Context: an optimization exercise on an open-source flow, tuned for small area. The choices shown serve that exercise and are no tape-out recipe.
The RTL was checked by simulation tests, not by an equivalence proof against the original design.
Power is estimated from default activity; no workload was simulated.

==> design.v <==
module Look_Up(Vel, cs, cm, q);
input [2:0] Vel;
input cs;
input [3:0] cm;
output [6:0] q;
  wire new_n16, new_n17, new_n18, new_n19, new_n20, new_n21, new_n22,
    new_n23, new_n24, new_n25, new_n26, new_n27, new_n28, new_n29, new_n30,
    new_n31, new_n32, new_n33, new_n34, new_n35, new_n36, new_n37, new_n38,
    new_n39, new_n40, new_n41, new_n42, new_n43, new_n44, new_n45, new_n46,
    new_n47, new_n48, new_n49, new_n50, new_n51, new_n52, new_n53, new_n54,
    new_n55, new_n56, new_n57, new_n59, new_n60, new_n61, new_n62, new_n63,
    new_n64, new_n65, new_n66, new_n67, new_n68, new_n69, new_n70, new_n71,
    new_n72, new_n73, new_n74, new_n75, new_n76, new_n77, new_n78, new_n79,
    new_n80, new_n81, new_n82, new_n83, new_n84, new_n85, new_n86, new_n87,
    new_n88, new_n89, new_n90, new_n91, new_n92, new_n93, new_n94, new_n95,
    new_n96, new_n97, new_n98, new_n99, new_n100, new_n101, new_n102,
    new_n103, new_n105, new_n106, new_n107, new_n108, new_n109, new_n110,
    new_n111, new_n112, new_n113, new_n114, new_n115, new_n116, new_n117,
    new_n118, new_n119, new_n120, new_n121, new_n122, new_n123, new_n124,
    new_n125, new_n126, new_n127, new_n128, new_n129, new_n130, new_n131,
    new_n132, new_n133, new_n134, new_n135, new_n136, new_n137, new_n138,
    new_n139, new_n140, new_n141, new_n142, new_n143, new_n144, new_n145,
    new_n146, new_n147, new_n148, new_n149, new_n150, new_n151, new_n153,
    new_n154, new_n155, new_n156, new_n157, new_n158, new_n159, new_n160,
    new_n161, new_n162, new_n163, new_n164, new_n165, new_n166, new_n167,
    new_n168, new_n169, new_n170, new_n171, new_n172, new_n173, new_n174,
    new_n175, new_n176, new_n177, new_n178, new_n179, new_n180, new_n181,
    new_n182, new_n183, new_n184, new_n185, new_n186, new_n187, new_n188,
    new_n190, new_n191, new_n192, new_n193, new_n194, new_n195, new_n196,
    new_n197, new_n198, new_n199, new_n200, new_n201, new_n202, new_n203,
    new_n204, new_n205, new_n206, new_n207, new_n208, new_n209, new_n210,
    new_n211, new_n212, new_n213, new_n214, new_n215, new_n216, new_n218,
    new_n219, new_n220, new_n221, new_n222, new_n223, new_n224, new_n225,
    new_n226, new_n227, new_n228;
  assign new_n16 = ~cm[0] & Vel[0];
  assign new_n17 = ~Vel[2] & new_n16;
  assign new_n18 = ~Vel[0] & Vel[1];
  assign new_n19 = ~Vel[1] & ~Vel[2];
  assign new_n20 = cm[0] & cs;
  assign new_n21 = new_n19 & new_n20;
  assign new_n22 = ~new_n18 & ~new_n21;
  assign new_n23 = ~cm[1] & ~new_n22;
  assign new_n24 = ~new_n17 & ~new_n23;
  assign new_n25 = ~cm[3] & ~new_n24;
  assign new_n26 = cm[1] & new_n16;
  assign new_n27 = ~new_n25 & ~new_n26;
  assign new_n28 = ~cm[2] & ~new_n27;
  assign new_n29 = cm[0] & ~Vel[1];
  assign new_n30 = ~cm[2] & new_n29;
  assign new_n31 = cm[0] & ~Vel[0];
  assign new_n32 = cm[2] & ~new_n19;
  assign new_n33 = ~new_n31 & new_n32;
  assign new_n34 = ~new_n30 & ~new_n33;
  assign new_n35 = cm[1] & ~new_n34;
  assign new_n36 = cm[0] & ~cm[3];
  assign new_n37 = Vel[0] & Vel[2];
  assign new_n38 = ~Vel[0] & ~Vel[2];
  assign new_n39 = ~new_n37 & ~new_n38;
  assign new_n40 = new_n36 & ~new_n39;
  assign new_n41 = ~cm[1] & ~new_n17;
  assign new_n42 = ~new_n40 & new_n41;
  assign new_n43 = ~new_n35 & ~new_n42;
  assign new_n44 = ~cm[0] & cm[3];
  assign new_n45 = ~new_n19 & new_n44;
  assign new_n46 = Vel[0] & ~Vel[1];
  assign new_n47 = ~cm[0] & ~new_n46;
  assign new_n48 = cm[2] & ~new_n29;
  assign new_n49 = ~new_n47 & new_n48;
  assign new_n50 = ~new_n45 & ~new_n49;
  assign new_n51 = ~new_n43 & new_n50;
  assign new_n52 = ~cs & ~new_n51;
  assign new_n53 = ~cm[0] & ~Vel[0];
  assign new_n54 = ~cm[2] & ~cm[3];
  assign new_n55 = cs & new_n53;
  assign new_n56 = ~new_n54 & new_n55;
  assign new_n57 = ~new_n28 & ~new_n56;
  assign q[0] = new_n52 | ~new_n57;
  assign new_n59 = cm[3] & Vel[1];
  assign new_n60 = cs & Vel[1];
  assign new_n61 = cm[1] & new_n60;
  assign new_n62 = ~cs & Vel[1];
  assign new_n63 = cs & ~Vel[1];
  assign new_n64 = cm[2] & ~new_n62;
  assign new_n65 = ~new_n63 & new_n64;
  assign new_n66 = ~new_n61 & new_n65;
  assign new_n67 = ~new_n59 & ~new_n66;
  assign new_n68 = ~Vel[0] & ~new_n67;
  assign new_n69 = ~cs & ~new_n46;
  assign new_n70 = ~new_n38 & new_n69;
  assign new_n71 = ~new_n46 & ~new_n70;
  assign new_n72 = cm[3] & ~new_n71;
  assign new_n73 = cm[1] & ~new_n63;
  assign new_n74 = ~cm[2] & ~new_n73;
  assign new_n75 = Vel[0] & ~new_n65;
  assign new_n76 = ~new_n74 & new_n75;
  assign new_n77 = ~new_n72 & ~new_n76;
  assign new_n78 = ~new_n68 & new_n77;
  assign new_n79 = ~cm[0] & ~new_n78;
  assign new_n80 = ~cm[1] & Vel[2];
  assign new_n81 = ~cm[2] & new_n80;
  assign new_n82 = ~cs & new_n37;
  assign new_n83 = ~cm[2] & new_n18;
  assign new_n84 = cm[2] & cs;
  assign new_n85 = ~cm[1] & ~new_n84;
  assign new_n86 = ~new_n69 & new_n85;
  assign new_n87 = ~new_n82 & ~new_n83;
  assign new_n88 = ~new_n86 & new_n87;
  assign new_n89 = cm[0] & ~new_n88;
  assign new_n90 = ~new_n81 & ~new_n89;
  assign new_n91 = ~cm[3] & ~new_n90;
  assign new_n92 = cm[1] & ~Vel[0];
  assign new_n93 = cm[2] & ~cs;
  assign new_n94 = ~Vel[1] & new_n93;
  assign new_n95 = ~new_n92 & ~new_n94;
  assign new_n96 = cm[0] & ~new_n95;
  assign new_n97 = cm[1] & new_n93;
  assign new_n98 = ~new_n96 & ~new_n97;
  assign new_n99 = ~Vel[2] & ~new_n98;
  assign new_n100 = ~new_n63 & ~new_n93;
  assign new_n101 = new_n92 & ~new_n100;
  assign new_n102 = ~new_n99 & ~new_n101;
  assign new_n103 = ~new_n91 & new_n102;
  assign q[1] = new_n79 | ~new_n103;
  assign new_n105 = ~Vel[0] & new_n84;
  assign new_n106 = ~cm[2] & cs;
  assign new_n107 = Vel[0] & new_n62;
  assign new_n108 = ~new_n106 & ~new_n107;
  assign new_n109 = ~cm[3] & ~new_n108;
  assign new_n110 = ~new_n105 & ~new_n109;
  assign new_n111 = cm[0] & ~new_n110;
  assign new_n112 = cs & Vel[2];
  assign new_n113 = ~Vel[0] & ~new_n112;
  assign new_n114 = ~cm[0] & Vel[2];
  assign new_n115 = ~cs & ~new_n114;
  assign new_n116 = new_n113 & ~new_n115;
  assign new_n117 = ~Vel[1] & ~new_n37;
  assign new_n118 = ~cm[0] & cs;
  assign new_n119 = ~new_n117 & new_n118;
  assign new_n120 = ~new_n116 & ~new_n119;
  assign new_n121 = cm[2] & ~new_n120;
  assign new_n122 = ~new_n111 & ~new_n121;
  assign new_n123 = ~cm[1] & ~new_n122;
  assign new_n124 = cm[2] & Vel[0];
  assign new_n125 = ~new_n44 & ~new_n124;
  assign new_n126 = ~cs & new_n19;
  assign new_n127 = ~new_n125 & new_n126;
  assign new_n128 = new_n45 & ~new_n113;
  assign new_n129 = Vel[2] & new_n54;
  assign new_n130 = cm[1] & new_n46;
  assign new_n131 = cm[2] & ~Vel[0];
  assign new_n132 = new_n60 & new_n131;
  assign new_n133 = ~new_n129 & ~new_n130;
  assign new_n134 = ~new_n132 & new_n133;
  assign new_n135 = cm[0] & ~new_n134;
  assign new_n136 = ~cm[2] & new_n19;
  assign new_n137 = new_n114 & new_n131;
  assign new_n138 = ~new_n136 & ~new_n137;
  assign new_n139 = cs & ~new_n138;
  assign new_n140 = ~new_n20 & new_n83;
  assign new_n141 = cm[2] & ~Vel[2];
  assign new_n142 = ~new_n62 & ~new_n141;
  assign new_n143 = ~cm[0] & ~new_n142;
  assign new_n144 = ~new_n93 & ~new_n143;
  assign new_n145 = Vel[0] & ~new_n144;
  assign new_n146 = ~new_n139 & ~new_n140;
  assign new_n147 = ~new_n145 & new_n146;
  assign new_n148 = cm[1] & ~new_n147;
  assign new_n149 = ~new_n127 & ~new_n128;
  assign new_n150 = ~new_n135 & new_n149;
  assign new_n151 = ~new_n148 & new_n150;
  assign q[2] = new_n123 | ~new_n151;
  assign new_n153 = new_n33 & new_n105;
  assign new_n154 = ~new_n18 & ~new_n46;
  assign new_n155 = cm[2] & ~new_n154;
  assign new_n156 = ~cm[2] & Vel[0];
  assign new_n157 = new_n36 & new_n156;
  assign new_n158 = ~new_n155 & ~new_n157;
  assign new_n159 = cs & ~new_n158;
  assign new_n160 = new_n53 & new_n54;
  assign new_n161 = ~new_n159 & ~new_n160;
  assign new_n162 = ~cm[1] & ~new_n161;
  assign new_n163 = ~cm[0] & ~cs;
  assign new_n164 = Vel[1] & ~new_n163;
  assign new_n165 = ~Vel[2] & new_n106;
  assign new_n166 = ~new_n164 & ~new_n165;
  assign new_n167 = Vel[0] & ~new_n166;
  assign new_n168 = new_n20 & ~new_n156;
  assign new_n169 = ~cm[2] & new_n16;
  assign new_n170 = ~new_n131 & ~new_n168;
  assign new_n171 = ~new_n169 & new_n170;
  assign new_n172 = Vel[2] & ~new_n171;
  assign new_n173 = ~new_n167 & ~new_n172;
  assign new_n174 = cm[1] & ~new_n173;
  assign new_n175 = ~new_n125 & new_n154;
  assign new_n176 = cm[1] & new_n37;
  assign new_n177 = ~cm[3] & ~Vel[0];
  assign new_n178 = Vel[1] & new_n177;
  assign new_n179 = ~new_n176 & ~new_n178;
  assign new_n180 = ~cm[2] & ~new_n179;
  assign new_n181 = cm[0] & new_n80;
  assign new_n182 = ~new_n19 & ~new_n181;
  assign new_n183 = new_n177 & ~new_n182;
  assign new_n184 = ~new_n175 & ~new_n180;
  assign new_n185 = ~new_n183 & new_n184;
  assign new_n186 = ~cs & ~new_n185;
  assign new_n187 = ~new_n153 & ~new_n162;
  assign new_n188 = ~new_n174 & ~new_n186;
  assign q[3] = ~new_n187 | ~new_n188;
  assign new_n190 = ~Vel[0] & Vel[2];
  assign new_n191 = cm[1] & new_n190;
  assign new_n192 = Vel[0] & Vel[1];
  assign new_n193 = new_n39 & ~new_n192;
  assign new_n194 = ~cm[0] & ~new_n177;
  assign new_n195 = new_n193 & new_n194;
  assign new_n196 = ~new_n191 & ~new_n195;
  assign new_n197 = ~cs & ~new_n196;
  assign new_n198 = ~cs & ~new_n193;
  assign new_n199 = cm[1] & ~new_n16;
  assign new_n200 = ~cm[1] & new_n192;
  assign new_n201 = ~Vel[2] & ~new_n200;
  assign new_n202 = ~new_n199 & ~new_n201;
  assign new_n203 = cs & ~new_n202;
  assign new_n204 = cm[2] & ~new_n198;
  assign new_n205 = ~new_n203 & new_n204;
  assign new_n206 = ~cm[3] & new_n60;
  assign new_n207 = ~new_n191 & ~new_n206;
  assign new_n208 = cm[0] & ~new_n207;
  assign new_n209 = ~cm[0] & ~cm[1];
  assign new_n210 = cs & ~new_n209;
  assign new_n211 = ~cm[3] & ~new_n154;
  assign new_n212 = ~new_n210 & new_n211;
  assign new_n213 = ~new_n61 & ~new_n208;
  assign new_n214 = ~new_n212 & new_n213;
  assign new_n215 = ~cm[2] & ~new_n214;
  assign new_n216 = ~new_n197 & ~new_n205;
  assign q[4] = new_n215 | ~new_n216;
  assign new_n218 = Vel[2] & ~new_n92;
  assign new_n219 = cm[0] & ~new_n218;
  assign new_n220 = ~cm[2] & ~new_n201;
  assign new_n221 = ~new_n219 & new_n220;
  assign new_n222 = ~new_n70 & ~new_n221;
  assign new_n223 = ~cm[3] & ~new_n222;
  assign new_n224 = ~new_n59 & ~new_n190;
  assign new_n225 = ~cm[0] & ~new_n224;
  assign new_n226 = cm[2] & Vel[1];
  assign new_n227 = ~new_n225 & ~new_n226;
  assign new_n228 = ~cs & ~new_n227;
  assign q[5] = new_n223 | new_n228;
  assign q[6] = new_n82 & ~new_n125;
endmodule
module Ball_thrower(
  input         CLOCK_50,
  input  [3:0] KEY,          
  input  [17:0] SW,           
  output        VGA_CLK,      
  output        VGA_HS,       
  output        VGA_VS,       
  output        VGA_BLANK_N,  
  output        VGA_SYNC_N,   
  output [7:0]  VGA_R,        
  output [7:0]  VGA_G,        
  output [7:0]  VGA_B         
  );
function [11:0] add;
	input [10:0] a;
	input [10:0] b;
	input cin;
	integer k;
	reg c;
	begin
		c = cin;
		for (k = 0; k < 11; k = k + 1) begin
			add[k] = a[k] ^ b[k] ^ c;
			c = (a[k] & b[k]) | (a[k] & c) | (b[k] & c);
		end
		add[11] = c;
	end
endfunction
function [10:0] inc;
	input [10:0] a;
	integer k;
	reg c;
	begin
		c = 1'b1;
		for (k = 0; k < 11; k = k + 1) begin
			inc[k] = a[k] ^ c;
			c = a[k] & c;
		end
	end
endfunction
function ge;
	input [10:0] a;
	input [10:0] b;
	integer k;
	reg r;
	begin
		r = 1'b1;
		for (k = 0; k < 11; k = k + 1)
			r = (a[k] & ~b[k]) | (~(a[k] ^ b[k]) & r);
		ge = r;
	end
endfunction
wire clk = CLOCK_50;
wire rst = SW[17];
wire go = SW[0];
assign VGA_SYNC_N = 1'b0;
reg [10:0] count;
reg half;
reg vga_clk_q;
wire vga_en = count[0] ^ half;
assign VGA_CLK = vga_clk_q;
wire last = &count[10:6] & count[4];    
wire update = last & ~half;
always @(posedge clk)
begin
	if (rst) begin
		count <= 11'd0;
		half <= 1'b0;
	end else if (last) begin
		count <= 11'd0;
		half <= ~half;
	end else
		count <= inc(count);
end
always @(posedge clk)
begin
	if (rst)
		vga_clk_q <= 1'b0;
	else
		vga_clk_q <= vga_en;
end
reg [9:0] xCount, yCount;
wire xmax = xCount[9] & xCount[8] & xCount[4] & xCount[3] & xCount[0];   
wire ymax = yCount[9] & yCount[3] & yCount[2] & yCount[0];               
wire x0 = ~|xCount;
wire [10:0] xinc = inc({1'b0, xCount});
wire [10:0] yinc = inc({1'b0, yCount});
always @(posedge clk)
begin
	if (rst)
		xCount <= 10'd0;
	else if (vga_en)
		xCount <= xmax ? 10'd0 : xinc[9:0];
end
always @(posedge clk)
begin
	if (rst)
		yCount <= 10'd0;
	else if (vga_en && xmax)
		yCount <= ymax ? 10'd0 : yinc[9:0];
end
wire [10:0] X = {1'b0, xCount};
wire [10:0] Y = {1'b0, yCount};
wire ScreenArea = ~x0 && ~ge(X, 11'd641) && ~ge(Y, 11'd480);
wire p_hSync = ge(X, 11'd656) && ~ge(X, 11'd748);
wire p_vSync = (yCount == 10'd491) || (x0 ? (yCount == 10'd492) : (yCount == 10'd490));
wire ground = (ge(Y, 11'd451) && ~ge(Y, 11'd481)) || (x0 ? (yCount == 10'd481) : (yCount == 10'd450));
wire target = ge(Y, 11'd450) && ~ge(Y, 11'd481) && ge(X, 11'd422) && ~ge(X, 11'd541);
wire whitering = ge(Y, 11'd458) && ~ge(Y, 11'd474) && ge(X, 11'd427) && ~ge(X, 11'd536);
wire center = ge(Y, 11'd462) && ~ge(Y, 11'd468) && ge(X, 11'd437) && ~ge(X, 11'd526);
assign VGA_HS = ~p_hSync;
assign VGA_VS = ~p_vSync;
assign VGA_BLANK_N = ScreenArea;
reg [3:0] S;
reg [3:0] NS;
reg [2:0] Vel;
reg [4:0] Ang;
wire [11:0] S_dec = add({7'd0, S}, 11'h7ff, 1'b0);
always @(*)
	if (S[3])
		NS = S[1] ? 4'd6 : 4'd3;
	else if (S != 4'd0)
		NS = S_dec[3:0];
	else if (KEY[0] == 1'b0 && ~Ang[4])
		NS = 4'b1000;
	else if (KEY[1] == 1'b0 && |Ang)
		NS = 4'b1001;
	else if (KEY[2] == 1'b0 && ~(Vel[2] & Vel[0]))
		NS = 4'b1010;
	else if (KEY[3] == 1'b0 && |Vel)
		NS = 4'b1011;
	else
		NS = 4'd0;
wire [10:0] ang_up = inc({6'd0, Ang});
wire [11:0] ang_dn = add({6'd0, Ang}, 11'h7ff, 1'b0);
wire [10:0] vel_up = inc({8'd0, Vel});
wire [11:0] vel_dn = add({8'd0, Vel}, 11'h7ff, 1'b0);
always @(posedge clk)
begin
	if (rst) begin
		S <= 4'd0;
		Vel <= 3'd0;
		Ang <= 5'd0;
	end else if (update) begin
		S <= NS;
		case (S)
			4'b1000: Ang <= ang_up[4:0];
			4'b1001: Ang <= ang_dn[4:0];
			4'b1010: Vel <= vel_up[2:0];
			4'b1011: Vel <= vel_dn[2:0];
			default: ;
		endcase
	end
end
wire [11:0] asx = add({4'd0, xCount[6:0]}, {6'd0, Ang}, 1'b1);
wire [11:0] v11 = add({8'd0, Vel}, 11'd11, 1'b0);
wire [11:0] apy0 = add({5'd0, Ang, 1'b0}, {6'd0, Vel, 2'b00}, 1'b0);
wire [11:0] apy = add(apy0[10:0], {8'd0, Vel}, 1'b0);                 
wire [11:0] apy1 = add(apy[10:0], 11'd43, 1'b0);
wire [11:0] ady = add({3'd0, yCount[7:0]}, {3'd0, apy1[6:0], 1'b0}, 1'b0);
wire arrow_hit = ~|xCount[9:7] & (asx[7:2] == v11[5:0]) &
	~yCount[9] & yCount[8] & ady[8] & ~|ady[7:2];
reg arrow;
always @(posedge clk)
begin
	if (rst)
		arrow <= 1'b0;
	else if (vga_en)
		arrow <= arrow_hit;
end
wire ys = ~Ang[3] & ~Ang[4];
wire [3:0] cm;
assign cm[0] = (Ang[0] & ~Ang[3]) | (Ang[0] & ~Ang[2]) | Ang[4] | (Ang[0] & ~Ang[1]) | (~Ang[0] & Ang[1] & Ang[2] & Ang[3]);
assign cm[1] = (Ang[0] & ~Ang[1] & ~Ang[3]) | (~Ang[0] & Ang[1] & ~Ang[3]) | Ang[4] | (Ang[0] & Ang[1] & Ang[3]) | (Ang[1] & ~Ang[2] & Ang[3]);
assign cm[2] = (Ang[0] & ~Ang[2] & ~Ang[3]) | (Ang[1] & ~Ang[2] & ~Ang[3]) | (~Ang[0] & ~Ang[1] & Ang[2]) | Ang[4] | (Ang[0] & Ang[2] & Ang[3]);
assign cm[3] = (~Ang[0] & ~Ang[1] & ~Ang[2] & ~Ang[3] & ~Ang[4]) | (~Ang[0] & Ang[1] & Ang[2] & Ang[3]);
wire [6:0] qt;
Look_Up dataneeded(Vel, ys ^ half, cm, qt);
wire [6:0] q = {qt[6:1], qt[0] & ~(half & ~|Vel & (&Ang[3:0]))};
localparam START = 3'd0,
	Check_loop = 3'd1,
	adjust_value = 3'd2,
	move_ball = 3'd3,
	done = 3'd4;
reg [2:0] BS;
reg [9:0] ballX;
reg [8:0] ballY;
reg [9:0] i;         
reg [9:0] holdx;
reg [8:0] holdy;
wire [10:0] i_inc = inc({1'b0, i});
always @(posedge clk)
begin
	if (rst) begin
		BS <= START;
		i <= 10'd0;
	end else if (update)
		case (BS)
			START: if (go) BS <= Check_loop;
			Check_loop: BS <= ge({2'd0, ballY}, 11'd445) ? done : adjust_value;
			adjust_value: BS <= move_ball;
			move_ball: begin
				i <= i_inc[9:0];
				BS <= Check_loop;
			end
			done: ;
			default: BS <= START;
		endcase
end
always @(posedge clk)
begin
	if (BS == START || (update && BS == move_ball)) begin
		ballX <= holdx;
		ballY <= holdy;
	end
end
wire [11:0] hx_next = add({1'b0, holdx}, {4'd0, q}, 1'b0);
wire [8:0] yop = half ? {count[5:0], 3'b100} : {2'b11, ~q};
wire [11:0] hy_next = add({2'd0, holdy}, {2'd0, yop}, ~half);
wire step = (BS == adjust_value) && ~ge(count, {1'b0, i});
always @(posedge clk)
begin
	if (rst || BS[2:1] == 2'b00) begin
		holdx <= 10'd24;
		holdy <= 9'd435;
	end else if (step) begin
		if (half)
			holdx <= hx_next[9:0];
		holdy <= hy_next[8:0];
	end
end
wire [11:0] bdx = add(X, {1'b0, ~ballX}, 1'b0);
wire [11:0] bdy = add(Y, {1'b1, ~ballY}, 1'b0);
wire ball_hit = bdx[10] & ~|bdx[9:2] & bdy[10] & ~|bdy[9:2];
reg ball;
always @(posedge clk)
begin
	if (rst)
		ball <= 1'b0;
	else if (vga_en)
		ball <= ball_hit;
end
wire R = ((target && ~ball) || (arrow) || (center && ~ball));
wire G = (ground && ~target && ~ball)||(whitering && ~center && ~ball)||(ScreenArea && ~ground && ~ball && ~arrow);
wire B = (ball)||(whitering && ~center) || (ScreenArea && ~ground && ~ball && ~arrow);
reg r, g, b;
always @(posedge clk)
begin
	if (rst) begin
		r <= 1'b0;
		g <= 1'b0;
		b <= 1'b0;
	end else if (vga_en) begin
		r <= R;
		g <= G;
		b <= B;
	end
end
assign VGA_R = {8{r}};
assign VGA_G = {8{g}};
assign VGA_B = {8{b}};
endmodule
==> flow/run.sh <==
#!/bin/bash
# Layout flow: the standard flow (standard.sh), with these changes:
# * the port buffers (every input and output port still gets one) and the
#   buffers synthesis puts on outputs driven by the same net are buf_1;
# * the clock tree is built from clkbuf_8 without dummy loads.
set -euo pipefail
W=$(pwd)
F=$W/flow

# synth.tcl from ORFS with two changes: the abc call uses flow/area.abc, and
# extract_fa is skipped
sed -e 's|^\( *\)log_cmd abc {\*}\$abc_args$|\1log_cmd abc {*}[lreplace $abc_args 1 1 '"$F"'/area.abc]|' \
    -e 's|^\( *\)extract_fa {\*}\[dont_use_extract_fa_args\]$|\1# extract_fa skipped|' \
    "$FLOW_HOME/scripts/synth.tcl" > "$W/synth_area.tcl"
grep -q "area.abc" "$W/synth_area.tcl"
grep -q "# extract_fa skipped" "$W/synth_area.tcl"

# The standard flow's synthesis script, sourcing the changed synth.tcl
sed -e "s|\$::env(SCRIPTS_DIR)/synth.tcl|$W/synth_area.tcl|" "$W/synth_recipe.tcl" > "$W/synth_recipe_area.tcl"
grep -q "synth_area.tcl" "$W/synth_recipe_area.tcl"

# standard.sh with that synthesis script
sed -e "s|$W/synth_recipe.tcl|$W/synth_recipe_area.tcl|g" "$W/standard.sh" > "$W/standard_area.sh"
grep -q "synth_recipe_area.tcl" "$W/standard_area.sh"

bash "$W/standard_area.sh" \
    "BUFFER_PORTS_ARGS=-buffer_cell sky130_fd_sc_hd__buf_1" \
    "MIN_BUF_CELL_AND_PORTS=sky130_fd_sc_hd__buf_1 A X" \
    "CTS_ARGS=-sink_clustering_enable -repair_clock_nets -buf_list sky130_fd_sc_hd__clkbuf_8 -dont_use_dummy_load" \
    finish > "$W/flow_make.log" 2>&1
==> flow/area.abc <==
strash; &get -n; &deepsyn -T 60; &put; dc2; dch -f; amap -m -F 4 -A 8; topo; mfs2 -W 4 -M 5000; strash; dc2; dch -f; amap -m -F 4 -A 8; topo; mfs2; strash; dch -f; amap -m; topo
==> standard.sh <==
#!/bin/bash
# synth_recipe.tcl (not shown) runs the flow's synth.tcl, then flattens the netlist and writes it again
# the make line also repeats each setting of config.mk as NAME=value (left out here)
make -C /OpenROAD-flow-scripts/flow DESIGN_CONFIG=/design/flow/config.mk WORK_HOME=/design/flow/orfs CLKGATE_MAP_FILE= SYNTH_SCRIPT=/design/flow/synth_recipe.tcl "${@:-finish}"
==> config.mk <==
export PLATFORM = sky130hd
export DESIGN_NAME = Ball_thrower
export DESIGN_NICKNAME = Ball_thrower
export VERILOG_FILES = /design/flow/design.v
export SDC_FILE = /design/flow/constraint.sdc
export NUM_CORES = 4
export LEC_CHECK = 0
export CAP_MARGIN = 20
export CORE_MARGIN = 2
export CORE_UTILIZATION = 40
export SLEW_MARGIN = 20
export SYNTH_MEMORY_MAX_BITS = 8192
==> constraint.sdc <==
create_clock -name core_clock -period 20.0 [get_ports {CLOCK_50}]
set_input_delay 4.0000 -clock core_clock [delete_from_list [all_inputs] [get_ports {CLOCK_50}]]
set_output_delay 4.0000 -clock core_clock [all_outputs]
set_load 0.01 [all_outputs]
==> flow_metrics.env, run 1 <==
export IMPL_synth_xor_area_frac=0.00144
export IMPL_yosys_register_bits=101
export IMPL_critPathLaunchType="flip-flop"
export IMPL_rows=45
export IMPL_grtUsageTotal=0.223
export IMPL_synthArstFlopShare=0
export IMPL_grt_overflow=0
export IMPL_crit_arrival_ns=7.66
export IMPL_cts_made_buffers=9
export IMPL_multi_input_area_um2=3390
export IMPL_syn_avg_cell_area_um2=6.86
export IMPL_io_pin_count=52
export IMPL_synth_edf_count=19
export IMPL_hold_violations=0
export IMPL_cp_end_kind="flip-flop"
export IMPL_synth_flop_cell="dfxtp_1"
export IMPL_fin_setup_tns_ns=0
export IMPL_fin_crit_ns=7.41
export IMPL_hold_class="reg2reg"
export IMPL_vias_per_cell=5.71
export IMPL_fin_nets=938
export IMPL_synth_area_um2=6100
export IMPL_setup_viol=0
export IMPL_antenna_found_initial=0
export IMPL_die_x_um=127
export IMPL_die_h_um=127
export IMPL_leakage_nw=2.03
export IMPL_crit_family="simple AND/OR/NAND/NOR gates"
export IMPL_slew_viol_final=0
export IMPL_clk_pin_slew_ns=0.10
export IMPL_ctsResizeCount=0
export IMPL_initialDrtViolationCount=564
export IMPL_yosysWarnings=1
export IMPL_drc=0
export IMPL_grt_pass1_vias=5772
export IMPL_cpMostUsedCell="nor2_1"
export IMPL_crit_required_ns=20.25
export IMPL_synth_compound_area_frac=0.284
export IMPL_seq_area_um2=2210
export IMPL_p_per_area_nw_per_um2=51.4
export IMPL_slowest_stage="a2111oi_0"
export IMPL_syn2layout_area_growth_pct=7.39
export IMPL_io_buffers=34
export IMPL_drtPass1Iterations=7
export IMPL_synth_mux_area_frac=0.00185
export IMPL_fmax_mhz=135
export IMPL_worst_path_max_fanout=13
export IMPL_dieArea_um2=16200
export IMPL_wl_um=17500
export IMPL_rsz0062_at_grt="false"
export IMPL_peakVddDrop_mv=0.0421
export IMPL_outcome="timing/DRC/antenna clean"
export IMPL_cts_tree="done"
export IMPL_cts_setup_buffers=0
export IMPL_start_util=0.406
export IMPL_worst_slew_pin_slew_ns=0.749
export IMPL_max_cap_violations=0
export IMPL_syn_inst=889
export IMPL_layout_commonest_cell="nor2_1"
export IMPL_crit_type="reg2reg"
export IMPL_grt_pass1_wl_um=28900
export IMPL_hpwl_um=13200
export IMPL_yosys_area_share_simple=0.267
export IMPL_synth_seq_area_share=0.363
export IMPL_max_slew_margin=0.500
export IMPL_synth_fa_ha_area_frac=0
export IMPL_period_share=0.371
export IMPL_drive_gt1_frac=0.0197
export IMPL_place_congestion=0.937
export IMPL_ctsHoldBuffers=0
export IMPL_clockBufferDepth=2
export IMPL_final_cell_mix="204 x nor2_1, 109 x clkinv_1, 82 x dfxtp_1"
export IMPL_grt_max_degree=36
export IMPL_clock_skew_ns=0.0280
export IMPL_synth_top_family_by_area="compound AO/OA/AOI/OAI gates"
export IMPL_fin_hold_ws_ns=0.456
export IMPL_drt_antenna_violating_nets=0
export IMPL_cts_num_sinks=101
export IMPL_dpl_instance_area_um2=6420
export IMPL_crit_path_max_incr_delay_ns=0.57
export IMPL_wl_per_cell_um=15.9
export IMPL_worst_path_buf_inv=6
export IMPL_htreeDepth=3
export IMPL_synth_nets=912
export IMPL_core_area_um2=15000
export IMPL_fillCellCount=1577
export IMPL_finalPower_mw=0.337
export IMPL_diodes=0
export IMPL_vias=6291
export IMPL_yosysUniqueCellTypes=49
export IMPL_root_buffer="clkbuf_8"
export IMPL_insertion_delay_ns=0.38
export IMPL_design_area_um2=6550
logic make-up after synthesis:
kind of cell | count (synthesis)
other | 1
and+or+nand+nor | 379
DFF | 101
AOI/OAI and AO/OA | 272
xor gates and xnor gates | 1
muxes | 1
buffers and inverters | 134
power breakdown:
| part | internal [mW] | switching, mW | leakage, nW |
|---|---|---|---|
| clock | 0.0405 | 0.0635 | 0.0647 |
| combinational | 0.00612 | 0.0134 | 1.12 |
| sequential | 0.210 | 0.00294 | 0.848 |
| total | 0.257 | 0.0799 | 2.03 |
flip-flops by register name, indices dropped and copies added (netlist names), 5 cells and up:
signal	cells
count	11
ballX	10
holdx	10
i	10
xCount	10
yCount	10
ballY	9
holdy	9
Ang	5
stage by stage:
step	cells	utilization	setup slack, ns
4_1_cts	1101	0.436	12.70
3_3_place_gp	1092	0.427	12.76
5_1_grt	1101	0.436	11.88
6_report	1101	0.436	12.59
3_5_place_dp	1092	0.427	12.72
2_1_floorplan	889	-	13.54
cell usage after synthesis (all sizes together), types with 4 or more instances:
cell,number,share of area
dfxtp,82,0.27
a22oi,8,0.0099
o21ai,67,0.055
o21a,16,0.020
clkinv,109,0.067
nor2,204,0.13
nand3,9,0.0074
a211oi,34,0.042
o22ai,35,0.036
or2,7,0.0072
o211ai,7,0.0086
or3,12,0.012
nand2,67,0.041
nor2b,10,0.010
a221oi,5,0.0072
a21oi,52,0.043
nand4,4,0.0041
o31ai,4,0.0049
edfxtp,19,0.094
buf,25,0.015
nor3,49,0.040
a31oi,13,0.013
nor4,7,0.0072
and2,4,0.0041
routing by layer:
| metal | vias to the layer above | GRT usage | wire [µm] |
|---|---|---|---|
| met3 | 54 | 0.0423 | 966 |
| met2 | 252 | 0.364 | 7760 |
| met5 | - | 0 | 0 |
| met1 | 2765 | 0.287 | 8090 |
| met4 | 0 | 0.101 | 719 |
| li1 | 3220 | - | - |
cell type report:
class | count | share of cell area
multi-input combinational | 654 | 0.518
timing repair buffer | 40 | 0.0266
tap | 188 | 0.0359
clock buffer | 9 | 0.0189
sequential | 101 | 0.338
inverter | 109 | 0.0625
path summary, 6_finish.rpt:
| check | start | endpoint | slack (ns) | cells past startpoint |
|---|---|---|---|---|
| setup / recovery | Ang[3]$_SDFFE_PP0P_ | holdy[8]$_SDFFE_PP1P_ | 12.59 | 37 |
| hold / removal | holdx[3]$_SDFFE_PP1P_ | ballX[3]$_DFFE_PP_ | 0.46 | 0 |
| setup reg to reg | Ang[3]$_SDFFE_PP0P_ | holdy[8]$_SDFFE_PP1P_ | 12.59 | 37 |
| hold reg to reg | holdx[3]$_SDFFE_PP1P_ | ballX[3]$_DFFE_PP_ | 0.46 | 0 |
==> run 2: changes to the inputs <==
--- a/design.v
+++ b/design.v
@@ -304,23 +304,22 @@
 wire rst = SW[17];
 wire go = SW[0];
 assign VGA_SYNC_N = 1'b0;
-reg [10:0] count;
-reg half;
+reg [11:0] cnt;
 reg vga_clk_q;
-wire vga_en = count[0] ^ half;
 assign VGA_CLK = vga_clk_q;
-wire last = &count[10:6] & count[4];    
-wire update = last & ~half;
+wire vga_en = ~cnt[0];
+wire update = &cnt[11:7] & cnt[5] & cnt[0];    
+wire half = ~cnt[11];
+wire [10:0] count = cnt[10:0];
+wire [11:0] cnt_inc = add(cnt[10:0], 11'd0, 1'b1);    
 always @(posedge clk)
 begin
-	if (rst) begin
-		count <= 11'd0;
-		half <= 1'b0;
-	end else if (last) begin
-		count <= 11'd0;
-		half <= ~half;
-	end else
-		count <= inc(count);
+	if (rst)
+		cnt <= 12'd2001;
+	else if (update)
+		cnt <= 12'd0;
+	else
+		cnt <= {cnt[11] | cnt_inc[11], cnt_inc[10:0]};
 end
 always @(posedge clk)
 begin
@@ -433,11 +432,11 @@
 	move_ball = 3'd3,
 	done = 3'd4;
 reg [2:0] BS;
-reg [9:0] ballX;
-reg [8:0] ballY;
+reg [9:0] nballX;    
+reg [8:0] nballY;    
 reg [9:0] i;         
-reg [9:0] holdx;
-reg [8:0] holdy;
+reg [9:0] nholdx;    
+reg [8:0] nholdy;    
 wire [10:0] i_inc = inc({1'b0, i});
 always @(posedge clk)
 begin
@@ -447,7 +446,7 @@
 	end else if (update)
 		case (BS)
 			START: if (go) BS <= Check_loop;
-			Check_loop: BS <= ge({2'd0, ballY}, 11'd445) ? done : adjust_value;
+			Check_loop: BS <= ge(11'd66, {2'd0, nballY}) ? done : adjust_value;    
 			adjust_value: BS <= move_ball;
 			move_ball: begin
 				i <= i_inc[9:0];
@@ -460,27 +459,27 @@
 always @(posedge clk)
 begin
 	if (BS == START || (update && BS == move_ball)) begin
-		ballX <= holdx;
-		ballY <= holdy;
+		nballX <= nholdx;
+		nballY <= nholdy;
 	end
 end
-wire [11:0] hx_next = add({1'b0, holdx}, {4'd0, q}, 1'b0);
-wire [8:0] yop = half ? {count[5:0], 3'b100} : {2'b11, ~q};
-wire [11:0] hy_next = add({2'd0, holdy}, {2'd0, yop}, ~half);
+wire [11:0] hx_next = add({1'b0, nholdx}, {4'b0111, ~q}, 1'b1);
+wire [8:0] yop = half ? ~{count[5:0], 3'b100} : {2'b00, q};
+wire [11:0] hy_next = add({2'd0, nholdy}, {2'd0, yop}, half);
 wire step = (BS == adjust_value) && ~ge(count, {1'b0, i});
 always @(posedge clk)
 begin
 	if (rst || BS[2:1] == 2'b00) begin
-		holdx <= 10'd24;
-		holdy <= 9'd435;
+		nholdx <= ~10'd24;
+		nholdy <= ~9'd435;
 	end else if (step) begin
 		if (half)
-			holdx <= hx_next[9:0];
-		holdy <= hy_next[8:0];
+			nholdx <= hx_next[9:0];
+		nholdy <= hy_next[8:0];
 	end
 end
-wire [11:0] bdx = add(X, {1'b0, ~ballX}, 1'b0);
-wire [11:0] bdy = add(Y, {1'b1, ~ballY}, 1'b0);
+wire [11:0] bdx = add(X, {1'b0, nballX}, 1'b0);
+wire [11:0] bdy = add(Y, {1'b1, nballY}, 1'b0);
 wire ball_hit = bdx[10] & ~|bdx[9:2] & bdy[10] & ~|bdy[9:2];
 reg ball;
 always @(posedge clk)
--- a/flow/run.sh
+++ b/flow/run.sh
@@ -7,12 +7,12 @@
 W=$(pwd)
 F=$W/flow
 
-# synth.tcl from ORFS with two changes: the abc call uses flow/area.abc, and
-# extract_fa is skipped
-sed -e 's|^\( *\)log_cmd abc {\*}\$abc_args$|\1log_cmd abc {*}[lreplace $abc_args 1 1 '"$F"'/area.abc]|' \
+# synth.tcl from ORFS with two changes: the abc call is replaced by
+# flow/abc_pick.tcl, and extract_fa is skipped
+sed -e 's|^\( *\)log_cmd abc {\*}\$abc_args$|\1source '"$F"'/abc_pick.tcl|' \
     -e 's|^\( *\)extract_fa {\*}\[dont_use_extract_fa_args\]$|\1# extract_fa skipped|' \
     "$FLOW_HOME/scripts/synth.tcl" > "$W/synth_area.tcl"
-grep -q "area.abc" "$W/synth_area.tcl"
+grep -q "abc_pick.tcl" "$W/synth_area.tcl"
 grep -q "# extract_fa skipped" "$W/synth_area.tcl"
 
 # The standard flow's synthesis script, sourcing the changed synth.tcl
==> flow/abc_1.script (new file) <==
strash; dc2; resub -K 8; dc2; dch -f; amap -m -F 4 -A 8; topo; mfs2 -W 4 -M 5000; strash; dc2; dch -f; amap -m -F 4 -A 8; topo; mfs2; strash; dch -f; amap -m; topo
==> flow/abc_2.script (new file) <==
strash; &get -n; &deepsyn -T 60; &put; dc2; dch -f; amap -m -F 4 -A 8; topo; mfs2 -W 4 -M 5000; strash; dc2; dch -f; amap -m -F 4 -A 8; topo; mfs2; strash; dch -f; amap -m; topo
==> flow/abc_3.script (new file) <==
strash; &get -n; &deepsyn -T 60 -S 1; &put; dc2; dch -f; amap -m -F 4 -A 8; topo; mfs2 -W 4 -M 5000; strash; dc2; dch -f; amap -m -F 4 -A 8; topo; mfs2; strash; dch -f; amap -m; topo
==> flow/abc_4.script (new file) <==
strash; &get -n; &deepsyn -T 60 -S 2; &put; dc2; dch -f; amap -m -F 4 -A 8; topo; mfs2 -W 4 -M 5000; strash; dc2; dch -f; amap -m -F 4 -A 8; topo; mfs2; strash; dch -f; amap -m; topo
==> flow/abc_pick.tcl (new file) <==
# Replaces the abc call of ORFS's synth.tcl: maps the combinational logic with
# each flow/abc_*.script in turn and keeps the smallest result (by the cell
# area that stat reports). $abc_args is ORFS's argument list for abc.
set pick_dir [file dirname [info script]]
set pick_best_area 1e18
set pick_best ""
design -save pick_pre_abc
foreach pick_script [lsort [glob $pick_dir/abc_*.script]] {
  design -load pick_pre_abc
  log_cmd abc {*}[lreplace $abc_args 1 1 $pick_script]
  set pick_name [file rootname [file tail $pick_script]]
  tee -q -o $::env(OBJECTS_DIR)/$pick_name.stat stat {*}$lib_args
  set fh [open $::env(OBJECTS_DIR)/$pick_name.stat r]
  set pick_text [read $fh]
  close $fh
  if { ![regexp {Chip area for module '[^']*': ([0-9.]+)} $pick_text -> pick_area] } {
    error "no area for $pick_name"
  }
  puts "abc_pick: $pick_name area $pick_area"
  design -save $pick_name
  if { $pick_area < $pick_best_area } {
    set pick_best_area $pick_area
    set pick_best $pick_name
  }
}
puts "abc_pick: using $pick_best (area $pick_best_area)"
design -load $pick_best
--- a/config.mk
+++ b/config.mk
@@ -7,6 +7,6 @@
 export LEC_CHECK = 0
 export CAP_MARGIN = 20
 export CORE_MARGIN = 2
-export CORE_UTILIZATION = 40
+export CORE_UTILIZATION = 65
 export SLEW_MARGIN = 20
 export SYNTH_MEMORY_MAX_BITS = 8192
removed: flow/area.abc
==> run 2 against run 1 <==
Register-to-register slack better by 0.56 ns. Area after synthesis is 0.80% lower. Routed wire length is 0.88% lower. Design area is 2.1% lower. First-iteration DRC count is 7.8% higher. Setup slack better by 0.56 ns. Sequential power hardly changed. Via count is 4.9% higher. Combinational power is 18% lower. Worst hold slack worse by 0.0040 ns. Clock power hardly changed. Synthesized cell count is 1.0% lower. Critical path type unchanged. Critical endpoint is now nholdy[8]$_SDFFE_PP0P_.
==> flow_metrics.env, run 2 <==
export IMPL_crit_family="simple AND/OR/NAND/NOR gates"
export IMPL_yosysWarnings=1
export IMPL_cp_startpoint="Ang[2]$_SDFFE_PP0P_"
export IMPL_rsz0062_at_grt="false"
export IMPL_synth_most_common_cell="nor2_1"
export IMPL_io_buffers=34
export IMPL_insertion_delay_ns=0.37
export IMPL_worst_path_buf_inv=6
export IMPL_slowest_stage="a211oi_1"
export IMPL_drive_gt1_frac=0.0198
export IMPL_grtUsageTotal=0.357
export IMPL_initialDrtViolationCount=608
export IMPL_crit_type="reg2reg"
export IMPL_peakVddDrop_mv=0.0584
export IMPL_crit_required_ns=20.24
export IMPL_layout_commonest_cell="nor2_1"
export IMPL_drtPass1Iterations=9
export IMPL_largest_reg_flops=12
export IMPL_dpl_instance_area_um2=6290
export IMPL_rows=35
export IMPL_antenna_found_initial=0
export IMPL_period_share=0.343
export IMPL_grt_overflow=0
export IMPL_ctsHoldBuffers=0
export IMPL_cts_made_buffers=9
export IMPL_grt_pass1_wl_um=28600
export IMPL_dp_slack_ns=13.32
export IMPL_synth_seq_area_share=0.366
export IMPL_core_area_um2=9150
export IMPL_p_per_area_nw_per_um2=51.3
export IMPL_place_congestion=0.964
export IMPL_synthArstFlopShare=0
export IMPL_critPathLaunchType="flip-flop"
export IMPL_fillCellCount=727
export IMPL_slew_viol_final=0
export IMPL_grt_max_degree=24
export IMPL_setup_viol=0
export IMPL_synth_top_area_share=0.271
export IMPL_synth_area_um2=6050
export IMPL_htreeDepth=3
export IMPL_syn_avg_cell_area_um2=6.87
export IMPL_postLayoutCoreUtil=0.701
export IMPL_drt_antenna_violating_nets=0
export IMPL_crit_arrival_ns=7.10
export IMPL_synth_area_top_cells="dfxtp_1 27%, nor2_1 12%, edfxtp_1 9.4%"
export IMPL_fin_ws_ns=13.14
export IMPL_wl_per_cell_um=17.1
export IMPL_fin_crit_ns=6.86
export IMPL_fin_nets=932
export IMPL_clockBufferDepth=2
export IMPL_worst_slew_pin_slew_ns=0.862
export IMPL_hold_violations=0
export IMPL_top_layer="met4"
export IMPL_die_h_um=100
export IMPL_met1_length_um=6930
export IMPL_cpMostUsedCell="nor2_1"
export IMPL_final_cell_mix="195 x nor2_1, 112 x clkinv_1, 82 x dfxtp_1"
export IMPL_grt_pass1_vias=6058
export IMPL_dieArea_um2=10100
export IMPL_syn_inst=880
export IMPL_max_cap_violations=0
export IMPL_wl_um=17400
export IMPL_drc=0
export IMPL_regMostFlops="cnt"
export IMPL_hold_class="reg2reg"
export IMPL_reg2reg_slack_ns=13.14
export IMPL_synth_common_cells="195 x nor2_1, 112 x clkinv_1, 82 x dfxtp_1"
export IMPL_cts_tree="done"
export IMPL_diodes=0
export IMPL_io_pin_count=52
export IMPL_yosysUniqueCellTypes=46
export IMPL_syn2layout_area_growth_pct=6.02
export IMPL_hold_path_startpoint="nholdy[8]$_SDFFE_PP0P_"
export IMPL_clock_skew_ns=0.0280
export IMPL_r2r_start="Ang[2]$_SDFFE_PP0P_"
export IMPL_yosys_register_bits=101
export IMPL_start_util=0.661
export IMPL_synth_edf_count=19
export IMPL_worst_path_max_fanout=8
export IMPL_wl_met3_um=1880
export IMPL_max_slew_margin=0.420
export IMPL_synth_nets=903
export IMPL_fmax_mhz=146
export IMPL_outcome="timing/DRC/antenna clean"
export IMPL_synth_flop_cell="dfxtp_1"
export IMPL_vias_per_cell=6.48
export IMPL_cts_setup_buffers=0
export IMPL_crit_path_max_incr_delay_ns=0.55
export IMPL_yosys_area_top_type="dfxtp_1"
export IMPL_clk_pin_slew_ns=0.11
export IMPL_cp_end_kind="flip-flop"
export IMPL_hpwl_um=13300
export IMPL_cts_num_sinks=101
export IMPL_fin_setup_tns_ns=0
export IMPL_design_area_um2=6410
export IMPL_ctsResizeCount=0
export IMPL_die_x_um=100
export IMPL_vias=6599
export IMPL_route_met2_wl_um=8080
export IMPL_leakage_nw=2.04
export IMPL_root_buffer="clkbuf_8"
-- run 2: changes by cell type after synthesis, sizes merged, moves of 7 or more --
| cell | change |
|---|---|
| nor3 | -10 |
| o21ai | +9 |
| nor2 | -9 |
| o22ai | -10 |
| or3 | -9 |
| nand3 | +7 |
-- run 2: cell type report --
type                            instances  area [µm²]  share of cell area
Inverter                              112         420              0.0656
Sequential cell                       101        2210               0.345
Tap cell                              111         139              0.0217
Clock buffer                            9         124              0.0193
Timing Repair Buffer                   43         195              0.0304
Multi-Input combinational cell        642        3320               0.518
-- run 2: worst paths after layout --
| check | depth (start not counted) | end |
|---|---|---|
| worst max-delay path | 39 | nholdy[8]$_SDFFE_PP0P_ |
| worst min-delay path | 0 | nballY[8]$_DFFE_PP_ |
| worst max register to register | 39 | nholdy[8]$_SDFFE_PP0P_ |
| worst min register to register | 0 | nballY[8]$_DFFE_PP_ |
-- run 2: kinds of logic after synthesis --
logic type,synth area share
XOR/XNOR,0.00435
other,0.000620
buffers and inverters,0.0850
AND/OR/NAND/NOR,0.252
AO/OA/AOI/OAI,0.293
flip-flops,0.366
-- run 2: metrics by stage --
step           power, mW  std cells  hold WS [ns]
2_1_floorplan      0.225        880         0.416
3_3_place_gp       0.229       1009         0.422
3_5_place_dp       0.230       1009         0.425
4_1_cts            0.328       1018         0.429
5_1_grt            0.337       1018         0.432
6_report           0.329       1018         0.452
-- run 2: metal layers --
| metal | GRT usage | up-vias |
|---|---|---|
| li1 | - | 3184 |
| met1 | 0.463 | 2971 |
| met2 | 0.592 | 387 |
| met3 | 0.0798 | 57 |
| met4 | 0.123 | 0 |
| met5 | 0 | - |
-- run 2: where the power goes --
group / switching, mW / internal [mW]
registers: 0.00201 / 0.208
clock network: 0.0632 / 0.0406
logic: 0.0109 / 0.00506
-- run 2: worst reg2reg max path: cells and delay by family, from the launching register on --
kind	cells	cell delay, ns
DFF	1	0.52
AOI/OAI and AO/OA	13	2.15
buffers and inverters	6	1.26
and+or+nand+nor	20	2.85
==> run 3: changes to the inputs <==
--- a/config.mk
+++ b/config.mk
@@ -7,6 +7,6 @@
 export LEC_CHECK = 0
 export CAP_MARGIN = 20
 export CORE_MARGIN = 2
-export CORE_UTILIZATION = 65
+export CORE_UTILIZATION = 40
 export SLEW_MARGIN = 20
 export SYNTH_MEMORY_MAX_BITS = 8192
==> run 3 against run 2 <==
Register-to-register slack worse by 0.10 ns. Routed wire length down 1.0%. Clock power about the same. Via count down 6.1%. Largest cell class unchanged. Critical path type unchanged. Design area up 1.0%. Highest routed layer unchanged. Sequential cell count unchanged. Sequential power about the same. Sequential share of layout area down 0.35 points.
==> flow_metrics.env, run 3 <==
export IMPL_outcome="timing/DRC/antenna clean"
export IMPL_synth_flop_cell="dfxtp_1"
export IMPL_dieArea_um2=16100
export IMPL_fin_hold_ws_ns=0.444
export IMPL_rows=44
export IMPL_worst_path_max_fanout=10
export IMPL_hold_class="reg2reg"
export IMPL_place_congestion=0.949
export IMPL_rsz0062_at_grt="false"
export IMPL_crit_type="reg2reg"
export IMPL_r2r_start="Ang[2]$_SDFFE_PP0P_"
export IMPL_worstReg2RegEnd="nholdx[8]$_SDFFE_PP1P_"
export IMPL_worst_slew_pin_slew_ns=1.10
export IMPL_drtPass1Iterations=6
export IMPL_cts_num_sinks=101
export IMPL_worst_path_buf_inv=3
export IMPL_yosysUniqueCellTypes=46
export IMPL_fin_setup_tns_ns=0
export IMPL_cp_end_kind="flip-flop"
export IMPL_max_cap_violations=0
export IMPL_io_buffers=34
export IMPL_holdPathStages=0
export IMPL_slew_viol_final=0
export IMPL_cts_made_buffers=9
export IMPL_wl_met3_um=1100
export IMPL_final_cell_mix="195 x nor2_1, 112 x clkinv_1, 82 x dfxtp_1"
export IMPL_htreeDepth=3
export IMPL_clk_pin_slew_ns=0.09
export IMPL_max_slew_margin=0.248
export IMPL_multi_input_area_um2=3330
export IMPL_drc=0
export IMPL_fmax_mhz=144
export IMPL_yosys_register_bits=101
export IMPL_vias_per_cell=5.70
export IMPL_synth_top_area_share=0.271
export IMPL_crit_required_ns=20.24
export IMPL_crit_family="compound AO/OA/AOI/OAI gates"
export IMPL_clock_skew_ns=0.0347
export IMPL_syn_avg_cell_area_um2=6.87
export IMPL_grt_pass1_wl_um=27900
export IMPL_dp_slack_ns=13.16
export IMPL_grt_overflow=0
export IMPL_hold_path_startpoint="nholdy[4]$_SDFFE_PP0P_"
export IMPL_route_met2_wl_um=7940
export IMPL_leakage_nw=2.02
export IMPL_design_area_um2=6480
export IMPL_period_share=0.348
export IMPL_core_area_um2=14600
export IMPL_hold_violations=0
export IMPL_syn_inst=880
export IMPL_syn2layout_area_growth_pct=7.10
export IMPL_synth_seq_area_share=0.366
export IMPL_p_per_area_nw_per_um2=51.2
export IMPL_synth_nets=903
export IMPL_grtUsageTotal=0.218
export IMPL_synth_area_um2=6050
export IMPL_seq_area_um2=2210
export IMPL_initialDrtViolationCount=479
export IMPL_cts_tree="done"
export IMPL_peakVddDrop_mv=0.0327
export IMPL_dpl_instance_area_um2=6350
export IMPL_layout_commonest_cell="nor2_1"
export IMPL_synth_edf_count=19
export IMPL_synth_most_common_cell="nor2_1"
export IMPL_synthArstFlopShare=0
export IMPL_die_h_um=127
export IMPL_fin_crit_ns=6.96
export IMPL_min_to="nballY[4]$_DFFE_PP_"
export IMPL_wl_per_cell_um=15.8
export IMPL_insertion_delay_ns=0.40
export IMPL_synth_common_cells="195 x nor2_1, 112 x clkinv_1, 82 x dfxtp_1"
export IMPL_slowest_stage="a2111oi_0"
export IMPL_cts_setup_buffers=0
export IMPL_largest_reg_flops=12
export IMPL_reg2reg_slack_ns=13.04
export IMPL_placedCellCount=1078
export IMPL_vias=6199
export IMPL_io_pin_count=52
export IMPL_setup_viol=0
export IMPL_start_util=0.413
export IMPL_fin_nets=928
export IMPL_grt_pass1_vias=5582
export IMPL_yosys_area_top_type="dfxtp_1"
export IMPL_met1_length_um=7810
export IMPL_fillCellCount=1531
export IMPL_yosysWarnings=1
export IMPL_critPathLaunchType="flip-flop"
export IMPL_hpwl_um=13100
export IMPL_root_buffer="clkbuf_8"
export IMPL_fin_cells=1087
export IMPL_wl_um=17200
export IMPL_fin_ws_ns=13.04
export IMPL_clockBufferDepth=2
export IMPL_drt_antenna_violating_nets=0
export IMPL_drive_gt1_frac=0.0166
export IMPL_regMostFlops="cnt"
export IMPL_cpMostUsedCell="nor2_1"
export IMPL_synth_area_top_cells="dfxtp_1 27%, nor2_1 12%, edfxtp_1 9.4%"
export IMPL_grt_max_degree=24
export IMPL_crit_path_max_incr_delay_ns=0.89
export IMPL_ctsHoldBuffers=0
export IMPL_finalPower_mw=0.331
export IMPL_ff2ff_path_depth=31
export IMPL_diodes=0
export IMPL_antenna_found_initial=0
export IMPL_postLayoutCoreUtil=0.442
export IMPL_crit_arrival_ns=7.20
export IMPL_ctsResizeCount=0
export IMPL_die_x_um=127
export IMPL_top_layer="met4"
## run 3: cell counts after synthesis
Identical to the previous run, type by type.
## run 3: area by class of cell
cell class | instances | share of cell area
Clock buffer | 9 | 0.0191
Multi-Input combinational cell | 642 | 0.513
Tap cell | 184 | 0.0355
Timing Repair Buffer | 39 | 0.0255
Inverter | 112 | 0.0649
Sequential cell | 101 | 0.342
## run 3: worst max-delay path by stage
stage / slack [ns] / endpoint / from / cells after the start
detailed placement: 13.16 / nholdx[8]$_SDFFE_PP1P_ / Ang[2]$_SDFFE_PP0P_ / 30
finish: 13.04 / nholdx[8]$_SDFFE_PP1P_ / Ang[2]$_SDFFE_PP0P_ / 31
global placement: 13.19 / nholdx[8]$_SDFFE_PP1P_ / Ang[2]$_SDFFE_PP0P_ / 30
floorplan: 14.28 / arrow$_SDFFE_PP0N_ / SW[17] / 11
global route: 12.13 / nholdy[8]$_SDFFE_PP0P_ / Ang[2]$_SDFFE_PP0P_ / 39
CTS: 13.14 / nholdx[8]$_SDFFE_PP1P_ / Ang[2]$_SDFFE_PP0P_ / 30
## run 3: cell families after synthesis
kind of cell              synth area share
xor gates and xnor gates           0.00435
and+or+nand+nor                      0.252
other                             0.000620
AOI/OAI and AO/OA                    0.293
buffers and inverters               0.0850
DFF                                  0.366
## run 3: where the power goes
group          total [mW]  internal, mW  switching [mW]  leakage [nW]
Combinational      0.0155       0.00506          0.0105          1.11
Sequential          0.210         0.208         0.00198         0.849
Clock               0.106        0.0405          0.0657        0.0647
## run 3: worst reg2reg max path: cells and delay by family (launching register included)
| kind | cells | cell delay, ns |
|---|---|---|
| AOI/OAI and AO/OA | 11 | 3.04 |
| DFF | 1 | 0.50 |
| buffers and inverters | 3 | 0.57 |
| and+or+nand+nor | 17 | 2.71 |
## run 3: routing by layer
layer / GRT usage / vias up
li1: - / 3189
met1: 0.284 / 2789
met2: 0.363 / 198
met3: 0.0456 / 23
met4: 0.0685 / 0
met5: 0 / -
==> run 4: changes to the inputs <==
==> flow/abc_5.script (new file) <==
strash; &get -n; &deepsyn -T 60 -S 1; &put; dch -f; amap -m -F 4 -A 8; topo
==> run 4 against run 3 <==
Still clean. Via count about the same. Sequential power about the same. Setup slack better by 0.27 ns. Largest cell class unchanged.
==> flow_metrics.env, run 4 <==
export IMPL_leakage_nw=2.02
export IMPL_grtUsageTotal=0.213
export IMPL_worst_slew_pin_slew_ns=0.968
export IMPL_synth_nets=894
export IMPL_yosys_register_bits=101
export IMPL_yosysUniqueCellTypes=43
export IMPL_synth_fa_ha_area_frac=0
export IMPL_cts_made_buffers=9
export IMPL_cpMostUsedCell="o21ai_0"
export IMPL_setup_viol=0
export IMPL_route_met2_wl_um=7720
export IMPL_ctsHoldBuffers=0
export IMPL_clk_pin_slew_ns=0.10
export IMPL_vias_per_cell=5.76
export IMPL_wl_met3_um=1150
export IMPL_worstReg2RegEnd="nholdy[8]$_SDFFE_PP0P_"
export IMPL_met1_length_um=7730
export IMPL_synth_common_cells="165 x nor2_1, 119 x clkinv_1, 88 x o21ai_0"
export IMPL_io_pin_count=52
export IMPL_ctsResizeCount=0
export IMPL_critPathLaunchType="flip-flop"
export IMPL_drc=0
export IMPL_drt_antenna_violating_nets=0
export IMPL_fin_nets=916
export IMPL_final_cell_mix="165 x nor2_1, 119 x clkinv_1, 88 x o21ai_0"
export IMPL_ff2ff_path_depth=28
export IMPL_crit_path_max_incr_delay_ns=0.69
export IMPL_die_x_um=127
export IMPL_rsz0062_at_grt="false"
export IMPL_slew_viol_final=0
export IMPL_synth_top_area_share=0.273
export IMPL_yosysWarnings=1
export IMPL_period_share=0.334
export IMPL_start_util=0.411
export IMPL_reg2reg_slack_ns=13.32
export IMPL_cts_setup_buffers=0
export IMPL_hold_violations=0
export IMPL_insertion_delay_ns=0.38
export IMPL_initialDrtViolationCount=639
export IMPL_root_buffer="clkbuf_8"
export IMPL_crit_arrival_ns=6.95
export IMPL_grt_pass1_vias=5372
export IMPL_synth_seq_area_share=0.367
export IMPL_grt_overflow=0
export IMPL_rows=44
export IMPL_place_congestion=0.965
export IMPL_grt_max_degree=25
export IMPL_crit_required_ns=20.27
export IMPL_finalPower_mw=0.331
export IMPL_max_slew_margin=0.348
export IMPL_synth_flop_cell="dfxtp_1"
export IMPL_crit_type="reg2reg"
export IMPL_core_area_um2=14600
export IMPL_cts_num_sinks=101
export IMPL_grt_pass1_wl_um=27400
export IMPL_synth_area_top_cells="dfxtp_1 27%, nor2_1 10%, edfxtp_1 9.5%"
export IMPL_largest_reg_flops=12
export IMPL_outcome="timing/DRC/antenna clean"
export IMPL_p_per_area_nw_per_um2=51.4
export IMPL_synth_area_um2=6020
export IMPL_layout_commonest_cell="nor2_1"
export IMPL_synth_xor_area_frac=0.00145
export IMPL_worst_path_max_fanout=10
export IMPL_clock_skew_ns=0.0260
export IMPL_fmax_mhz=150
export IMPL_endpoint="nholdy[8]$_SDFFE_PP0P_"
export IMPL_wl_per_cell_um=15.8
export IMPL_cp_end_kind="flip-flop"
export IMPL_syn2layout_area_growth_pct=6.88
export IMPL_cp_startpoint="Ang[3]$_SDFFE_PP0P_"
export IMPL_slowest_stage="nor3_1"
export IMPL_cts_tree="done"
export IMPL_drive_gt1_frac=0.0146
export IMPL_antenna_found_initial=0
export IMPL_dieArea_um2=16100
export IMPL_r2r_start="Ang[3]$_SDFFE_PP0P_"
export IMPL_regMostFlops="cnt"
export IMPL_wl_um=17000
export IMPL_synthArstFlopShare=0
export IMPL_diodes=0
export IMPL_design_area_um2=6440
export IMPL_htreeDepth=3
export IMPL_synth_mux_area_frac=0
export IMPL_syn_inst=871
export IMPL_synth_most_common_cell="nor2_1"
export IMPL_fin_crit_ns=6.68
export IMPL_clockBufferDepth=2
export IMPL_yosys_area_top_type="dfxtp_1"
export IMPL_synth_compound_area_frac=0.313
export IMPL_synth_edf_count=19
export IMPL_max_cap_violations=0
export IMPL_hpwl_um=12600
export IMPL_fin_setup_tns_ns=0
export IMPL_synth_top_family_by_area="compound AO/OA/AOI/OAI gates"
export IMPL_postLayoutCoreUtil=0.440
export IMPL_die_h_um=127
export IMPL_syn_avg_cell_area_um2=6.91
export IMPL_vias=6197
export IMPL_peakVddDrop_mv=0.0290
export IMPL_io_buffers=34
export IMPL_hold_class="reg2reg"
export IMPL_dpl_instance_area_um2=6300
export IMPL_top_layer="met4"
export IMPL_yosys_area_share_simple=0.228
export IMPL_drtPass1Iterations=5
[run 4: cell types whose count changed after synthesis, sizes merged, moves of 7 or more]
cell and delta:
nor2b -9, nand2 +13, nor3 -11, clkinv +7
nor2 -30, a211oi -8, o21ai +12
[run 4: where the power goes]
part           leakage [nW]  internal [mW]  switching (mW)  total [mW]
clock                0.0647         0.0405          0.0641       0.105
combinational          1.11        0.00490          0.0107      0.0156
sequential            0.849          0.208         0.00245       0.210
total                  2.02          0.253          0.0773       0.331
[run 4: cell families (layout without fill, tap and decap cells)]
group / after synthesis / in the layout
and+or+nand+nor: 327 / 327
AOI/OAI and AO/OA: 297 / 297
buffers and inverters: 144 / 164
DFF: 101 / 101
other: 1 / 1
xor gates and xnor gates: 1 / 1
[run 4: stage by stage]
step	setup slack, ns	std cells	hold slack, ns
finish	13.32	1075	0.463
global route	12.48	1075	0.481
CTS	13.47	1075	0.464
detailed placement	13.13	1066	0.428
global placement	13.05	1066	0.427
floorplan	14.08	871	0.416
[run 4: final cells by class]
cell class | count | area [µm²]
Timing Repair Buffer | 36 | 143
Clock buffer | 9 | 124
Multi-Input combinational cell | 626 | 3280
Fill cell | 1538 | 8210
Sequential cell | 101 | 2210
Inverter | 119 | 447
Tap cell | 184 | 230
[run 4: how the worst min path moves through the flow]
stage	startpoint	endpoint	cells past startpoint
2_1_floorplan	nholdx[7]$_SDFFE_PP1P_	nballX[7]$_DFFE_PP_	0
3_3_place_gp	nholdx[7]$_SDFFE_PP1P_	nballX[7]$_DFFE_PP_	0
3_5_place_dp	nholdx[7]$_SDFFE_PP1P_	nballX[7]$_DFFE_PP_	0
4_1_cts	nholdx[0]$_SDFFE_PP1P_	nballX[0]$_DFFE_PP_	0
5_1_grt	nholdx[9]$_SDFFE_PP1P_	nballX[9]$_DFFE_PP_	0
6_report	nholdx[9]$_SDFFE_PP1P_	nballX[9]$_DFFE_PP_	0
[run 4: critical path, delay by kind of cell, from the launching register on]
| family | cells | cell delay [ns] |
|---|---|---|
| AO/OA/AOI/OAI | 16 | 3.20 |
| buffers and inverters | 2 | 0.49 |
| flip-flops | 1 | 0.50 |
| AND/OR/NAND/NOR | 10 | 2.38 |
[run 4: per-layer routing]
metal  vias to the layer above  GRT usage
li1                       3187          -
met4                         0     0.0562
met3                        30     0.0481
met5                         -          0
met1                      2752      0.288
met2                       228      0.345
==> run 5: changes to the inputs <==
--- a/design.v
+++ b/design.v
@@ -403,12 +403,11 @@
 end
 wire [11:0] asx = add({4'd0, xCount[6:0]}, {6'd0, Ang}, 1'b1);
 wire [11:0] v11 = add({8'd0, Vel}, 11'd11, 1'b0);
-wire [11:0] apy0 = add({5'd0, Ang, 1'b0}, {6'd0, Vel, 2'b00}, 1'b0);
-wire [11:0] apy = add(apy0[10:0], {8'd0, Vel}, 1'b0);                 
-wire [11:0] apy1 = add(apy[10:0], 11'd43, 1'b0);
-wire [11:0] ady = add({3'd0, yCount[7:0]}, {3'd0, apy1[6:0], 1'b0}, 1'b0);
+wire [11:0] v10 = add({5'd0, Vel, 3'b000}, {7'd0, Vel, 1'b1}, 1'b1);   
+wire [11:0] asy = add({3'd0, yCount[7:0]}, {5'd0, v10[5:0]}, 1'b0);    
+wire [11:0] asy2 = add({4'd0, asy[8:2]}, {6'd0, Ang}, 1'b0);
 wire arrow_hit = ~|xCount[9:7] & (asx[7:2] == v11[5:0]) &
-	~yCount[9] & yCount[8] & ady[8] & ~|ady[7:2];
+	~yCount[9] & yCount[8] & (asy2[7:0] == 8'd43);
 reg arrow;
 always @(posedge clk)
 begin
==> run 5 against run 4 <==
Still clean. Sequential power grew 3%. Combinational power increased by 89%. Clock power about the same. Sequential cell count did not move. Register-to-register slack got worse by 0.09 ns. Largest cell class unchanged. Largest power group unchanged. Highest routed layer unchanged.
==> flow_metrics.env, run 5 <==
export IMPL_clock_power_share=0.295
export IMPL_dieArea_um2=16000
export IMPL_syn2layout_area_growth_pct=7.42
export IMPL_drive_gt1_frac=0.0193
export IMPL_grtUsageTotal=0.213
export IMPL_fin_setup_tns_ns=0
export IMPL_grt_max_degree=26
export IMPL_layout_commonest_cell="nor2_1"
export IMPL_yosys_register_bits=101
export IMPL_die_h_um=126
export IMPL_hold_class="reg2reg"
export IMPL_htreeDepth=3
export IMPL_syn_inst=855
export IMPL_crit_family="simple AND/OR/NAND/NOR gates"
export IMPL_pwr_share_comb=0.084
export IMPL_peakVddDrop_mv=0.0370
export IMPL_wl_met3_um=1010
export IMPL_cp_end_kind="flip-flop"
export IMPL_yosysUniqueCellTypes=47
export IMPL_synth_flop_cell="dfxtp_1"
export IMPL_drt_antenna_violating_nets=0
export IMPL_wl_um=17100
export IMPL_seqPwrFrac=0.620
export IMPL_initialDrtViolationCount=526
export IMPL_worst_path_max_fanout=10
export IMPL_yosys_area_top_type="dfxtp_1"
export IMPL_outcome="timing/DRC/antenna clean"
export IMPL_route_met2_wl_um=7510
export IMPL_synthArstFlopShare=0
export IMPL_yosysWarnings=1
export IMPL_cts_setup_buffers=0
export IMPL_antenna_found_initial=0
export IMPL_clockBufferDepth=2
export IMPL_grt_pass1_wl_um=27400
export IMPL_crit_required_ns=20.25
export IMPL_drc=0
export IMPL_cts_tree="done"
export IMPL_vias=6025
export IMPL_synth_area_top_cells="dfxtp_1 27%, nor2_1 12%, edfxtp_1 9.5%"
export IMPL_io_pin_count=52
export IMPL_die_x_um=126
export IMPL_cts_num_sinks=101
export IMPL_final_cell_mix="189 x nor2_1, 101 x clkinv_1, 82 x dfxtp_1"
export IMPL_grt_pass1_vias=5294
export IMPL_hold_violations=0
export IMPL_rows=44
export IMPL_ctsResizeCount=0
export IMPL_synth_top_area_share=0.274
export IMPL_hpwl_um=13300
export IMPL_ctsHoldBuffers=0
export IMPL_cts_made_buffers=9
export IMPL_period_share=0.338
export IMPL_synth_nets=878
export IMPL_worst_slew_pin_slew_ns=1.18
export IMPL_worst_path_buf_inv=4
export IMPL_syn_avg_cell_area_um2=7.01
export IMPL_start_util=0.411
export IMPL_setup_viol=0
export IMPL_met1_length_um=8000
export IMPL_io_buffers=34
export IMPL_drtPass1Iterations=6
export IMPL_hold_path_startpoint="nholdx[8]$_SDFFE_PP1P_"
export IMPL_p_per_area_nw_per_um2=54.5
export IMPL_slowest_stage="a2111oi_0"
export IMPL_regMostFlops="cnt"
export IMPL_fmax_mhz=148
export IMPL_max_cap_violations=0
export IMPL_critPathLaunchType="flip-flop"
export IMPL_r2r_start="Ang[2]$_SDFFE_PP0P_"
export IMPL_largest_reg_flops=12
export IMPL_synth_edf_count=19
-- run 5: metal layers --
layer / global-route usage / vias up
met5: 0 / -
met1: 0.295 / 2664
met3: 0.0422 / 48
li1: - / 3108
met4: 0.0866 / 0
met2: 0.328 / 205
-- run 5: path summary, 6_finish.rpt --
path                            end  slack, ns  depth (start not counted)
max reg2reg  nholdx[9]$_SDFFE_PP1P_      13.23                         30
min             nballX[8]$_DFFE_PP_       0.44                          0
max          nholdx[9]$_SDFFE_PP1P_      13.23                         30
min reg2reg     nballX[8]$_DFFE_PP_       0.44                          0
-- run 5: per-stage QoR --
step	utilization	cell area (µm²)	std cells	worst slack [ns]
5_1_grt	0.441	6430	1064	12.26
3_3_place_gp	0.433	6310	1055	13.11
6_report	0.441	6430	1064	13.23
2_1_floorplan	-	5990	855	14.10
4_1_cts	0.441	6430	1064	13.29
3_5_place_dp	0.433	6310	1055	13.28
-- run 5: cells by family (layout without fill, tap and decap cells) --
group,Yosys count,in the layout,synth area share
AND/OR/NAND/NOR,354,354,0.250
AO/OA/AOI/OAI,270,270,0.296
buffers and inverters,126,151,0.0790
flip-flops,101,101,0.369
XOR/XNOR,2,2,0.00293
other,1,1,0.000626
multiplexers,1,1,0.00188
-- run 5: layout make-up --
cell class | count | area [µm²] | share of cell area
Sequential cell | 101 | 2210 | 0.344
Timing Repair Buffer | 41 | 180 | 0.0280
Inverter | 101 | 379 | 0.0589
Clock buffer | 9 | 124 | 0.0193
Multi-Input combinational cell | 628 | 3310 | 0.514
Tap cell | 184 | 230 | 0.0358
-- run 5: worst reg2reg max path: cells and delay by family (launching register included) --
kind	cells	cell delay (ns)
and+or+nand+nor	16	2.92
DFF	1	0.44
xor gates and xnor gates	1	0.12
AOI/OAI and AO/OA	9	2.08
buffers and inverters	4	1.10
-- run 5: power by group through the flow --
stage / combinational (mW) / clock (mW) / sequential [mW]
5_1_grt: 0.0329 / 0.114 / 0.218
2_1_floorplan: 0.0217 / 0 / 0.220
6_report: 0.0295 / 0.104 / 0.217
3_5_place_dp: 0.0296 / 0 / 0.222
3_3_place_gp: 0.0294 / 0 / 0.222
4_1_cts: 0.0297 / 0.107 / 0.217
